From an optimization exercise on the open Yosys and OpenROAD flow, aimed at small area, a short achievable clock period and few clock cycles; shortcuts taken in it are not production practice. At most, simulation tests tie the RTL to the original design; equivalence was not proved. The flow treats the clock pin as an ideal source, which a real chip does not have. Power and IR drop assume default switching activity.

== the reference run ==
Design median_fliter, start of the top module:
module median_fliter(
  input                  clk,
  input                  rst,
  input               enable,
  input  [7:0]     RAM_IMG_Q,
  input  [7:0]     RAM_OUT_Q,
  output          RAM_IMG_OE,
  output          RAM_IMG_WE,
  output [15:0]    RAM_IMG_A,
  output [7:0]     RAM_IMG_D,
  output          RAM_OUT_OE,
  output          RAM_OUT_WE,
  output [15:0]    RAM_OUT_A,
  output [7:0]     RAM_OUT_D,
  output                done
);
==> flow/config.mk <==
export PLATFORM = sky130hd
export DESIGN_NAME = median_fliter
export DESIGN_NICKNAME = median_fliter
export VERILOG_FILES = /design/flow/design.v
export SDC_FILE = /design/flow/constraint.sdc
export NUM_CORES = 4
export LEC_CHECK = 0
export CAP_MARGIN = 20
export CORE_MARGIN = 2
export CORE_UTILIZATION = 40
export SLEW_MARGIN = 20
==> flow/constraint.sdc <==
create_clock -name core_clock -period 10.0 [get_ports {clk}]
set_input_delay 2.0000 -clock core_clock [delete_from_list [all_inputs] [get_ports {clk}]]
set_output_delay 2.0000 -clock core_clock [all_outputs]
set_load 0.01 [all_outputs]
standard.sh (not shown) runs the stock make flow with config.mk's settings and CLKGATE_MAP_FILE= SYNTH_SCRIPT=/design/flow/synth_recipe.tcl, a recipe that flattens the netlist after the stock synthesis.
==> flow/flow/run.sh <==
#!/bin/bash
# The standard layout (the standard.sh, standard synthesis), with the
# ports buffered by a stronger buffer than the default choice.
set -euo pipefail
bash standard.sh BUFFER_PORTS_ARGS="-buffer_cell sky130_fd_sc_hd__buf_4" finish > standard.log 2>&1
### the reference run -> the trial run
==> flow/run.sh (new file) <==
#!/bin/bash
# synth_recipe.tcl (not shown) runs the flow's synth.tcl, then flattens the netlist and writes it again
# the make line also repeats each setting of config.mk as NAME=value (left out here)
make -C /OpenROAD-flow-scripts/flow DESIGN_CONFIG=/design/flow/config.mk WORK_HOME=/design/flow/orfs CLKGATE_MAP_FILE= SYNTH_SCRIPT=/design/flow/synth_recipe.tcl finish
removed: flow/flow/run.sh
removed: flow/standard.sh
### Flow results
The trial run finished all stages; the layout is clean. Going from the reference run to the trial run, worst-case setup margin in the final layout shrank by 0.47 ns; routed length on met2 now smaller. Comparing the trial run and the reference run, the lower setup clock skew after layout was measured on the trial run. Between the reference run and the trial run, the flow reports detailed-route wire length decreasing slightly. Of the trial run and the reference run, the run reporting the higher net switching share of the total power was the reference run. The trial run vs. the reference run: number of clock buffers in the layout now sits higher; maximum fanout encountered on the critical timing path now sits at about the same level.
Function was not checked in any run of this note: the RTL went through the layout flow alone.

---

median_fliter, a different RTL version from the one above (not shown whole).
For scale: about 0.011 mm² of cells after synthesis.
Settings: LEC_CHECK=0, CAP_MARGIN=20, CORE_MARGIN=2, CORE_UTILIZATION=65, PLACE_DENSITY=0.75, SLEW_MARGIN=20; clock period 10.0 ns.
==> flow/flow/run.sh <==
#!/bin/bash
# The standard layout (standard.sh, with the standard synthesis), changed
# only in how hard and with what it optimises:
#  - ports buffered with buf_2,
#  - clock tree sinks clustered by up to 30 within 100 um, no dummy loads,
#  - timing repair aiming for 6.95 ns of setup slack,
#  - before CTS, and again after it, gates off the critical paths are
#    downsized (the later repairs keep the setup margin),
#  - after CTS, the flip-flops that drive output ports get drive strength 2.
# The tools' full output goes to standard.log here and to orfs/logs/.
set -euo pipefail
bash standard.sh BUFFER_PORTS_ARGS="-buffer_cell sky130_fd_sc_hd__buf_2" \
  CTS_ARGS="-sink_clustering_enable -repair_clock_nets -sink_clustering_size 30 -sink_clustering_max_diameter 100 -dont_use_dummy_load -sink_clustering_levels 1" \
  SETUP_SLACK_MARGIN=6.95 PRE_CTS_TCL="$PWD/flow/pre_cts.tcl" POST_CTS_TCL="$PWD/flow/post_cts.tcl" finish > standard.log 2>&1
==> flow/flow/post_cts.tcl <==
# Give each flip-flop that drives an output port's buffer a stronger drive.
proc upsize_output_flops {strength} {
  set db [ord::get_db]
  set block [ord::get_db_block]
  set n 0
  foreach bt [$block getBTerms] {
    if {[$bt getIoType] != "OUTPUT"} { continue }
    set net [$bt getNet]
    if {$net == "NULL"} { continue }
    foreach it [$net getITerms] {
      if {![$it isOutputSignal]} { continue }
      set buf [$it getInst]
      foreach bit [$buf getITerms] {
        if {![$bit isInputSignal]} { continue }
        set bnet [$bit getNet]
        if {$bnet == "NULL"} { continue }
        foreach dit [$bnet getITerms] {
          if {![$dit isOutputSignal]} { continue }
          set inst [$dit getInst]
          set master [[$inst getMaster] getName]
          if {[regexp {^(sky130_fd_sc_hd__df\w+)_1$} $master -> base]} {
            set new [$db findMaster ${base}_$strength]
            if {$new != "NULL"} {
              $inst swapMaster $new
              incr n
            }
          }
        }
      }
    }
  }
  puts "upsize: $n output flip-flops to drive $strength"
}

upsize_output_flops 2

# Downsize gates off the critical paths, keeping the setup margin the flow aims for.
estimate_parasitics -placement
repair_timing -recover_power 100 -setup_margin $::env(SETUP_SLACK_MARGIN) -verbose
detailed_placement
==> flow/flow/pre_cts.tcl <==
# Downsize gates off the critical paths after placement.
estimate_parasitics -placement
repair_timing -recover_power 100 -setup_margin $::env(SETUP_SLACK_MARGIN) -verbose
detailed_placement
Testbench counts at the start, summed over its fixed seeds: cycles 327,748.
Rerun with:
--- a/flow/flow/run.sh
+++ b/flow/flow/run.sh
@@ -6,4 +6,2 @@
 #  - timing repair aiming for 6.95 ns of setup slack,
-#  - before CTS, and again after it, gates off the critical paths are
-#    downsized (the later repairs keep the setup margin),
 #  - after CTS, the flip-flops that drive output ports get drive strength 2.
@@ -13,2 +11,2 @@
   CTS_ARGS="-sink_clustering_enable -repair_clock_nets -sink_clustering_size 30 -sink_clustering_max_diameter 100 -dont_use_dummy_load -sink_clustering_levels 1" \
-  SETUP_SLACK_MARGIN=6.95 PRE_CTS_TCL="$PWD/flow/pre_cts.tcl" POST_CTS_TCL="$PWD/flow/post_cts.tcl" finish > standard.log 2>&1
+  SETUP_SLACK_MARGIN=6.95 POST_CTS_TCL="$PWD/flow/post_cts.tcl" finish > standard.log 2>&1
removed: flow/flow/pre_cts.tcl
The new run passed the timing, DRC and antenna checks.
Design area hardly moves.
Via count falls by 0.46%.
Total power is about the same.
Non-clock buffer count is unchanged.
Clock-buffer cell count does not change.
Hold slack gets worse by 0.024 ns.
Rerun with:
==> flow/flow/run.sh (replaced) <==
#!/bin/bash
# The standard layout (the standard.sh, standard synthesis) with: ports
# buffered by buf_4, clock tree sinks clustered by 30 without dummy loads, and
# after CTS the flip-flops that drive output ports given drive strength 2.
set -euo pipefail
bash standard.sh BUFFER_PORTS_ARGS="-buffer_cell sky130_fd_sc_hd__buf_4" \
  CTS_ARGS="-sink_clustering_enable -repair_clock_nets -sink_clustering_size 20 -sink_clustering_max_diameter 100 -dont_use_dummy_load -sink_clustering_levels 1" \
  SETUP_SLACK_MARGIN=6.95 POST_CTS_TCL="$PWD/flow/post_cts.tcl" finish > standard.log 2>&1
--- a/flow/flow/post_cts.tcl
+++ b/flow/flow/post_cts.tcl
@@ -35,6 +35 @@
 upsize_output_flops 2
-
-# Downsize gates off the critical paths, keeping the setup margin the flow aims for.
-estimate_parasitics -placement
-repair_timing -recover_power 100 -setup_margin $::env(SETUP_SLACK_MARGIN) -verbose
-detailed_placement
Die area is unchanged; maximum frequency barely changes; global-route usage increases by 0.71 points.
Rerun with:
==> flow/flow/run.sh (replaced) <==
#!/bin/bash
# The standard layout (standard.sh, with the standard synthesis), changed
# only in how hard and with what it optimises:
#  - ports buffered with buf_2,
#  - clock tree sinks clustered by up to 30 within 100 um, no dummy loads,
#  - timing repair aiming for 6.95 ns of setup slack,
#  - after CTS, the flip-flops that drive output ports get drive strength 2.
# The tools' full output goes to standard.log here and to orfs/logs/.
set -euo pipefail
bash standard.sh BUFFER_PORTS_ARGS="-buffer_cell sky130_fd_sc_hd__buf_2" \
  CTS_ARGS="-sink_clustering_enable -repair_clock_nets -sink_clustering_size 30 -sink_clustering_max_diameter 100 -dont_use_dummy_load -sink_clustering_levels 1" \
  SETUP_SLACK_MARGIN=6.95 RECOVER_POWER=100 MATCH_CELL_FOOTPRINT=0 POST_CTS_TCL="$PWD/flow/post_cts.tcl" finish > standard.log 2>&1
Non-clock buffer count falls by 8.
Worst setup slack is worse by 0.48 ns.
Power decreases by 5.8%.
Register-to-register slack got worse by 0.68 ns.
Clock power went down by 17%.
Die area is unchanged.
Via count decreases by 1.6%.
Wire length went down by 2.5%.
Rerun with:
--- a/flow/flow/run.sh
+++ b/flow/flow/run.sh
@@ -6,3 +6,5 @@
 #  - timing repair aiming for 6.95 ns of setup slack,
-#  - after CTS, the flip-flops that drive output ports get drive strength 2.
+#  - after CTS, the flip-flops that drive output ports get drive strength 2,
+#    and gates off the critical paths are downsized (the later repair keeps
+#    the setup margin).
 # The tools' full output goes to standard.log here and to orfs/logs/.
@@ -11,2 +13,2 @@
   CTS_ARGS="-sink_clustering_enable -repair_clock_nets -sink_clustering_size 30 -sink_clustering_max_diameter 100 -dont_use_dummy_load -sink_clustering_levels 1" \
-  SETUP_SLACK_MARGIN=6.95 RECOVER_POWER=100 MATCH_CELL_FOOTPRINT=0 POST_CTS_TCL="$PWD/flow/post_cts.tcl" finish > standard.log 2>&1
+  SETUP_SLACK_MARGIN=6.9 POST_CTS_TCL="$PWD/flow/post_cts.tcl" finish > standard.log 2>&1
--- a/flow/flow/post_cts.tcl
+++ b/flow/flow/post_cts.tcl
@@ -35 +35,6 @@
 upsize_output_flops 2
+
+# Downsize gates off the critical paths, keeping the setup margin the flow aims for.
+estimate_parasitics -placement
+repair_timing -recover_power 100 -setup_margin $::env(SETUP_SLACK_MARGIN) -verbose
+detailed_placement
Effect:
- The changed run completed with no timing, DRC or antenna violations
- via count goes down by 0.37%
- setup slack improved by 0.44 ns
- synthesized area is unchanged
- maximum frequency rises by 14%

---

== job 8287 ==
Another version of the RTL of median_fliter (not shown whole).
Size: ~980 cells after synthesis, about 320 flip-flops, ~72 I/O pins, roughly 0.011 sq mm of cells after synthesis.
==> flow/config.mk <==
export PLATFORM = sky130hd
export DESIGN_NAME = median_fliter
export DESIGN_NICKNAME = median_fliter
export VERILOG_FILES = /design/flow/design.v
export SDC_FILE = /design/flow/constraint.sdc
export NUM_CORES = 4
export LEC_CHECK = 0
export CAP_MARGIN = 20
export CORE_MARGIN = 2
export CORE_UTILIZATION = 40
export CTS_CLUSTER_DIAMETER = 100
export CTS_CLUSTER_SIZE = 30
export SLEW_MARGIN = 20
==> flow/constraint.sdc <==
create_clock -name core_clock -period 10.0 [get_ports {clk}]
set_input_delay 2.0000 -clock core_clock [delete_from_list [all_inputs] [get_ports {clk}]]
set_output_delay 2.0000 -clock core_clock [all_outputs]
set_load 0.01 [all_outputs]
==> flow/flow/run.sh <==
#!/bin/bash
set -euo pipefail
bash standard.sh BUFFER_PORTS_ARGS="-buffer_cell sky130_fd_sc_hd__buf_4" CTS_ARGS="-sink_clustering_enable -repair_clock_nets -sink_clustering_size 30 -sink_clustering_max_diameter 100 -dont_use_dummy_load -sink_clustering_levels 1" finish > standard.log 2>&1
Having completed the whole flow, job 8287 delivered a layout that passed the timing, DRC and antenna checks.
Testbench counts of job 8287, summed over its fixed seeds: cycles 327,748.
Input changes introduced in job 2844 (baseline for comparison: job 8287):
==> flow/flow/run.sh <==
#!/bin/bash
# The standard layout (the standard.sh, standard synthesis), with the
# ports buffered by a stronger buffer than the default choice.
set -euo pipefail
bash standard.sh BUFFER_PORTS_ARGS="-buffer_cell sky130_fd_sc_hd__buf_4" finish > standard.log 2>&1
- Comparing the two runs side by side, job 2844 comes out behind job 8287 on total internal power.
- Status: total via count in the routed design parity (job 2844, job 8287)
- From job 8287 to job 2844 the numbers moved as follows: area occupied by multi-input gates flat; worst-case hold slack grew by 39 ps.
- Diff job 8287..job 2844 | synthesized area | unchanged
- [compare] base=job 8287 new=job 2844: number of clock buffers in the layout now larger, leakage dissipation now larger, wire length comparable, number of global-route vias before repair comparable.
- In job 2844, per-cell via count in the routed design is lower than in job 8287.
- Between job 8287 and job 2844, the flow reports design area increasing slightly.
Relative to job 2844, the following input files were edited for job 924:
- PLACE_DENSITY now 0.75, previously not set
- CTS_CLUSTER_DIAMETER no longer set, was 100
- CORE_UTILIZATION now 65, was 40
- CTS_CLUSTER_SIZE no longer set, was 30
==> flow/flow/run.sh <==
#!/bin/bash
set -euo pipefail
bash standard.sh BUFFER_PORTS_ARGS="-buffer_cell sky130_fd_sc_hd__buf_4" CTS_ARGS="-sink_clustering_enable -repair_clock_nets -sink_clustering_size 30 -sink_clustering_max_diameter 100 -dont_use_dummy_load -sink_clustering_levels 1" finish > standard.log 2>&1
Results
The utilization of the core after routing in job 924 was higher than what job 2844 gave. On per-cell via count in the routed design: between job 2844 and job 924, it ends up lower for job 2844. Compared job 924 vs job 2844, and part of the power in combinational logic is up in job 924. Detailed route, job 924 vs job 2844: via total higher for job 924. Cell area sits lower in job 924 than in job 2844. Higher sequential portion of the cell area goes to job 924 over job 2844. Delta (job 924 minus job 2844): clock-buffer cell count down 3, portion of the clock cycle consumed by the worst path in the final layout fell 0.48 points.

-- separate check: timing with driven ports --
The results above use ideal ports. As a check the final layouts listed here were re-extracted and re-timed, cells and wires unchanged. Step 1: set_driving_cell puts a clkbuf_16 on clk and a buf_2 on each other input, an assumption about the parent block. Step 2 adds t to the input delays and takes it off the output delays; t is the mean of the earliest and latest rising clock arrival at the registers after step 1. Input paths then give back, and output paths get back, about the clock's delay inside the block. Three values: ideal, step 1, step 2; two values: the first two.
run | shift t [ns] | setup WS [ns] | slew at the worst register clock pin (ns) | pins driven straight from the clock port
the reference run | 0.542 | 6.860 / 6.814 / 6.997 | 0.06 / 0.06 | 1
the trial run | 0.585 | 6.386 / 6.339 / 6.899 | 0.06 / 0.06 | 1
the first run of note 2 | 0.516 | 6.969 / 6.927 / 7.160 | 0.11 / 0.11 | 1
the second run of note 2 | 0.513 | 6.963 / 6.921 / 7.161 | 0.11 / 0.11 | 1
the third run of note 2 | 0.533 | 6.959 / 6.916 / 7.160 | 0.08 / 0.08 | 1
the fourth run of note 2 | 0.514 | 6.478 / 6.478 / 6.478 | 0.10 / 0.10 | 1
the fifth run of note 2 | 0.514 | 6.921 / 6.878 / 7.162 | 0.11 / 0.11 | 1
job 8287 | 0.520 | 6.856 / 6.812 / 7.064 | 0.11 / 0.11 | 1
job 2844 | 0.540 | 6.853 / 6.809 / 7.037 | 0.11 / 0.11 | 1
job 924 | 0.510 | 6.901 / 6.860 / 7.035 | 0.11 / 0.11 | 1
After both steps setup and hold are still met in every run listed. Setup slack includes reset recovery checks.
